Source: an optimization exercise on an open RTL-to-GDS flow (aim: small area). Production flows keep margins and buffers that such runs may drop.
Where RTL was checked, it was by simulation tests only, not by an equivalence proof against the original.

==> flow/design.v <==
`timescale 1ns / 1ps
module top_UART (
	input  clk,
	input  rst,
	input  [8-1:0] status,
	input  [8-1:0] ram_dout,
	input  rx,
	output tx,
	output reg ram_we,
	output reg [8-1:0] ram_din,
	output reg [16-1:0] ram_addr,
	output reg [8-1:0] command
);
localparam [2:0] R_IDLE = 3'd0, R_START = 3'd1, R_READ = 3'd2, R_STOP = 3'd3,
                 R_RECV = 3'd4, R_ERR = 3'd5, R_DELAY = 3'd6;
reg [2:0]  rs;       
reg [10:0] rc;       
reg [8:0]  rsr;      
wire r_ev_half = rc == 11'b11100100101;    
wire r_ev_bit  = rc == 11'b00010101000;    
wire r_ev_rest = rc == 11'b10010111111;    
wire received = rs == R_RECV;
wire [7:0] rx_byte = rsr[8:1];
always @(posedge clk) begin
	if (rst)
		rs <= R_IDLE;
	else case (rs)
		R_IDLE:  if (!rx) rs <= R_START;
		R_START: if (r_ev_half) rs <= rx ? R_ERR : R_READ;
		R_READ:  if (r_ev_bit && rsr[1]) rs <= R_STOP;
		R_STOP:  if (r_ev_bit) rs <= rx ? R_RECV : R_ERR;
		R_RECV:  rs <= R_IDLE;
		R_ERR:   rs <= R_DELAY;
		R_DELAY: if (r_ev_rest) rs <= R_IDLE;
		default: rs <= R_IDLE;
	endcase
end
always @(posedge clk) begin
	if (rs == R_IDLE || rs == R_ERR ||
	    (rs == R_START && r_ev_half) || ((rs == R_READ || rs == R_STOP) && r_ev_bit))
		rc <= 11'd0;
	else
		rc <= {rc[9:0], ~(rc[10] ^ rc[8])};
	if (rs == R_START)
		rsr <= 9'h100;
	else if (rs == R_READ && r_ev_bit)
		rsr <= {rx, rsr[8:1]};
end
reg [3:0] tp;        
reg [9:0] tc;        
reg [7:0] tb;        
reg       t1;        
wire is_tx  = tp != 4'd0;
wire t_ev   = tc == 10'b1100011010;       
wire t_data = tp >= 4'd2 && tp <= 4'd9;
assign tx = (tp == 4'd1) ? 1'b0 : t_data ? tb[0] : 1'b1;
always @(posedge clk) begin
	if (rst)
		tp <= 4'd0;
	else if (!is_tx) begin
		if (t1) tp <= 4'd1;
	end else if (t_ev)
		tp <= (tp == 4'd11) ? 4'd0 : tp + 1'b1;
	if (!is_tx || t_ev)
		tc <= 10'd0;
	else
		tc <= {tc[8:0], ~(tc[9] ^ tc[6])};
end
localparam [3:0] IDLE = 4'd0, CHK_HEAD = 4'd1, WR_COMMAND = 4'd2, SND_PKT = 4'd3,
                 SND_HEAD = 4'd4, TRANS = 4'd5, WR_MEMORY = 4'd6, RD_MEMORY = 4'd7,
                 CALC_LNA = 4'd8,    
                 SNT_LNA = 4'd12;    
localparam [1:0] H_C = 2'd0, H_S = 2'd1, H_W = 2'd3, H_R = 2'd2;
reg [3:0]  st;
reg [1:0]  hd;       
reg [31:0] la;       
wire [15:0] len  = la[31:16];
wire [15:0] addr = la[15:0];
wire        wr = st == WR_MEMORY;
reg  [15:0] diff, addr_inc;
reg         cy, c8, c8_r, zero_r;
integer     i;
always @(*) begin
	cy = wr;
	for (i = 0; i < 8; i = i + 1) begin
		diff[i] = ram_addr[i] ^ ~addr[i] ^ cy;
		cy = (ram_addr[i] & ~addr[i]) | (cy & (ram_addr[i] ^ ~addr[i]));
	end
	c8 = cy;
	cy = c8_r;
	for (i = 8; i < 16; i = i + 1) begin
		diff[i] = ram_addr[i] ^ ~addr[i] ^ cy;
		cy = (ram_addr[i] & ~addr[i]) | (cy & (ram_addr[i] ^ ~addr[i]));
	end
	cy = 1'b1;
	for (i = 0; i < 16; i = i + 1) begin
		addr_inc[i] = ram_addr[i] ^ cy;
		cy = cy & ram_addr[i];
	end
end
always @(posedge clk) begin
	c8_r <= c8;
	zero_r <= diff == len;
end
wire len_max = &len;
wire last = (!wr || ram_we) ? zero_r : len_max;
wire [7:0] head_byte = {3'b011, hd != H_C, 1'b0, hd == H_W, 1'b1, hd != H_R};
always @(posedge clk) begin
	if (rst) begin
		st <= IDLE;
		ram_we <= 1'b0;
		ram_addr <= 16'h0000;
		t1 <= 1'b0;
		ram_din <= 8'h00;
		command <= 8'h00;
	end else begin
		if (is_tx && t_ev && t_data)
			tb <= {tb[0], tb[7:1]};
		casez (st)
		IDLE: begin
			ram_we <= 1'b0;
			ram_addr <= 16'h0000;
			if (is_tx) t1 <= 1'b0;
			if (received && rx_byte == 8'h70) st <= CHK_HEAD;
		end
		CHK_HEAD: if (received) begin
			case (rx_byte)
			8'h63: begin hd <= H_C; st <= WR_COMMAND; end
			8'h73: begin hd <= H_S; st <= SND_PKT; end
			8'h77:  begin hd <= H_W; st <= CALC_LNA; end
			8'h72:  begin hd <= H_R; st <= CALC_LNA; end
			default:  st <= IDLE;
			endcase
		end
		WR_COMMAND: if (received) begin
			command <= rx_byte;
			st <= SND_PKT;
		end
		SND_PKT: begin
			if (is_tx) t1 <= 1'b0;
			else if (!t1) begin
				t1 <= 1'b1;
				tb <= 8'h70;
				st <= SND_HEAD;
			end
		end
		SND_HEAD: begin
			if (is_tx) t1 <= 1'b0;
			else if (!t1) begin
				t1 <= 1'b1;
				tb <= head_byte;
				st <= TRANS;
			end
		end
		TRANS: begin
			if (is_tx) t1 <= 1'b0;
			else if (hd[1]) begin
				st <= SNT_LNA;
				t1 <= 1'b0;
			end else if (!t1) begin
				tb <= hd[0] ? status : command;
				t1 <= 1'b1;
				st <= IDLE;
			end
		end
		4'b10??: if (received) begin     
			la <= {la[23:0], rx_byte};
			if (st[1:0] == 2'd3) begin
				ram_addr <= {la[7:0], rx_byte};
				st <= hd[0] ? WR_MEMORY : SND_PKT;
			end else
				st <= st + 1'b1;
		end
		4'b11??: begin                   
			if (is_tx) t1 <= 1'b0;
			else if (!t1) begin
				t1 <= 1'b1;
				tb <= la[31:24];
				la <= {la[23:0], la[31:24]};
				if (st[1:0] == 2'd3)
					st <= hd[0] ? IDLE : RD_MEMORY;
				else
					st <= st + 1'b1;
			end
		end
		RD_MEMORY: begin
			if (is_tx) t1 <= 1'b0;
			else if (!t1) begin
				if (!last) begin
					t1 <= 1'b1;
					tb <= ram_dout;
					ram_addr <= addr_inc;
				end else begin
					ram_addr <= 16'h0000;
					st <= IDLE;
				end
			end
		end
		WR_MEMORY: begin
			if (ram_we) ram_addr <= addr_inc;
			if (!last) begin
				if (received) begin
					ram_din <= rx_byte;
					ram_we <= 1'b1;
				end else
					ram_we <= 1'b0;
			end else begin
				ram_we <= 1'b0;
				ram_din <= 8'h00;
				st <= SND_PKT;
			end
		end
		endcase
	end
end
endmodule
Settings: LEC_CHECK=0, CAP_MARGIN=20, CORE_MARGIN=2, CORE_UTILIZATION=40, SLEW_MARGIN=20; clock period 5.0 ns.
run.sh (not shown) runs the stock make flow with config.mk's settings and CLKGATE_MAP_FILE= SYNTH_SCRIPT=/design/flow/synth_recipe.tcl, a recipe that flattens the netlist after the stock synthesis.
Change:
--- a/flow/design.v
+++ b/flow/design.v
@@ -79,5 +79,5 @@
 wire        wr = st == WR_MEMORY;
 reg  [15:0] diff, addr_inc;
-reg         cy, c8, c8_r, zero_r;
+reg         cy, c8;
 integer     i;
 always @(*) begin
@@ -99,10 +99,8 @@
 	end
 end
-always @(posedge clk) begin
-	c8_r <= c8;
-	zero_r <= diff == len;
-end
+reg c8_r;
+always @(posedge clk) c8_r <= c8;
 wire len_max = &len;
-wire last = (!wr || ram_we) ? zero_r : len_max;
+wire last = !wr ? (diff == len) : ram_we ? (diff == len) : len_max;
 wire [7:0] head_byte = {3'b011, hd != H_C, 1'b0, hd == H_W, 1'b1, hd != H_R};
 always @(posedge clk) begin
This time the run ran to the end with violations: negative setup slack.
Area after synthesis is higher by 0.45%.
Setup slack loses 260 ps.
Flip-flop and latch count is lower by 1.
Final area is higher by 5.4%.
Utilization is higher by 2.6 points.
Global-route usage is lower by 2.0 points.
Only the layout flow was run in the second run of this note; the RTL was not checked for function there.

==> static timing again, ports no longer ideal <==
No port has a modelled driver above. Below, the same layouts with a new extraction and two added sets of constraints.
Step 1 (the two cells are an assumption about what drives the block):
set clk [get_ports {clk}]
set_driving_cell -lib_cell sky130_fd_sc_hd__clkbuf_16 $clk
set_driving_cell -lib_cell sky130_fd_sc_hd__buf_2 [delete_from_list [all_inputs] $clk]
Step 2 adds t to the input delays and takes it off the output delays; t is the mean of the earliest and latest rising clock arrival at the registers after step 1. Input paths then give back, and output paths get back, about the clock's delay inside the block.
Three values: no drivers, after step 1, after step 2; two values: the first two.
| run | t (ns) | setup slack, ns | worst hold slack (ns) |
|---|---|---|---|
| the first run | 0.454 | 0.198 / 0.198 / 0.198 | 0.455 / 0.455 / 0.455 |
| the second run | 0.458 | -0.059 / -0.059 / -0.059 | 0.447 / 0.447 / 0.447 |
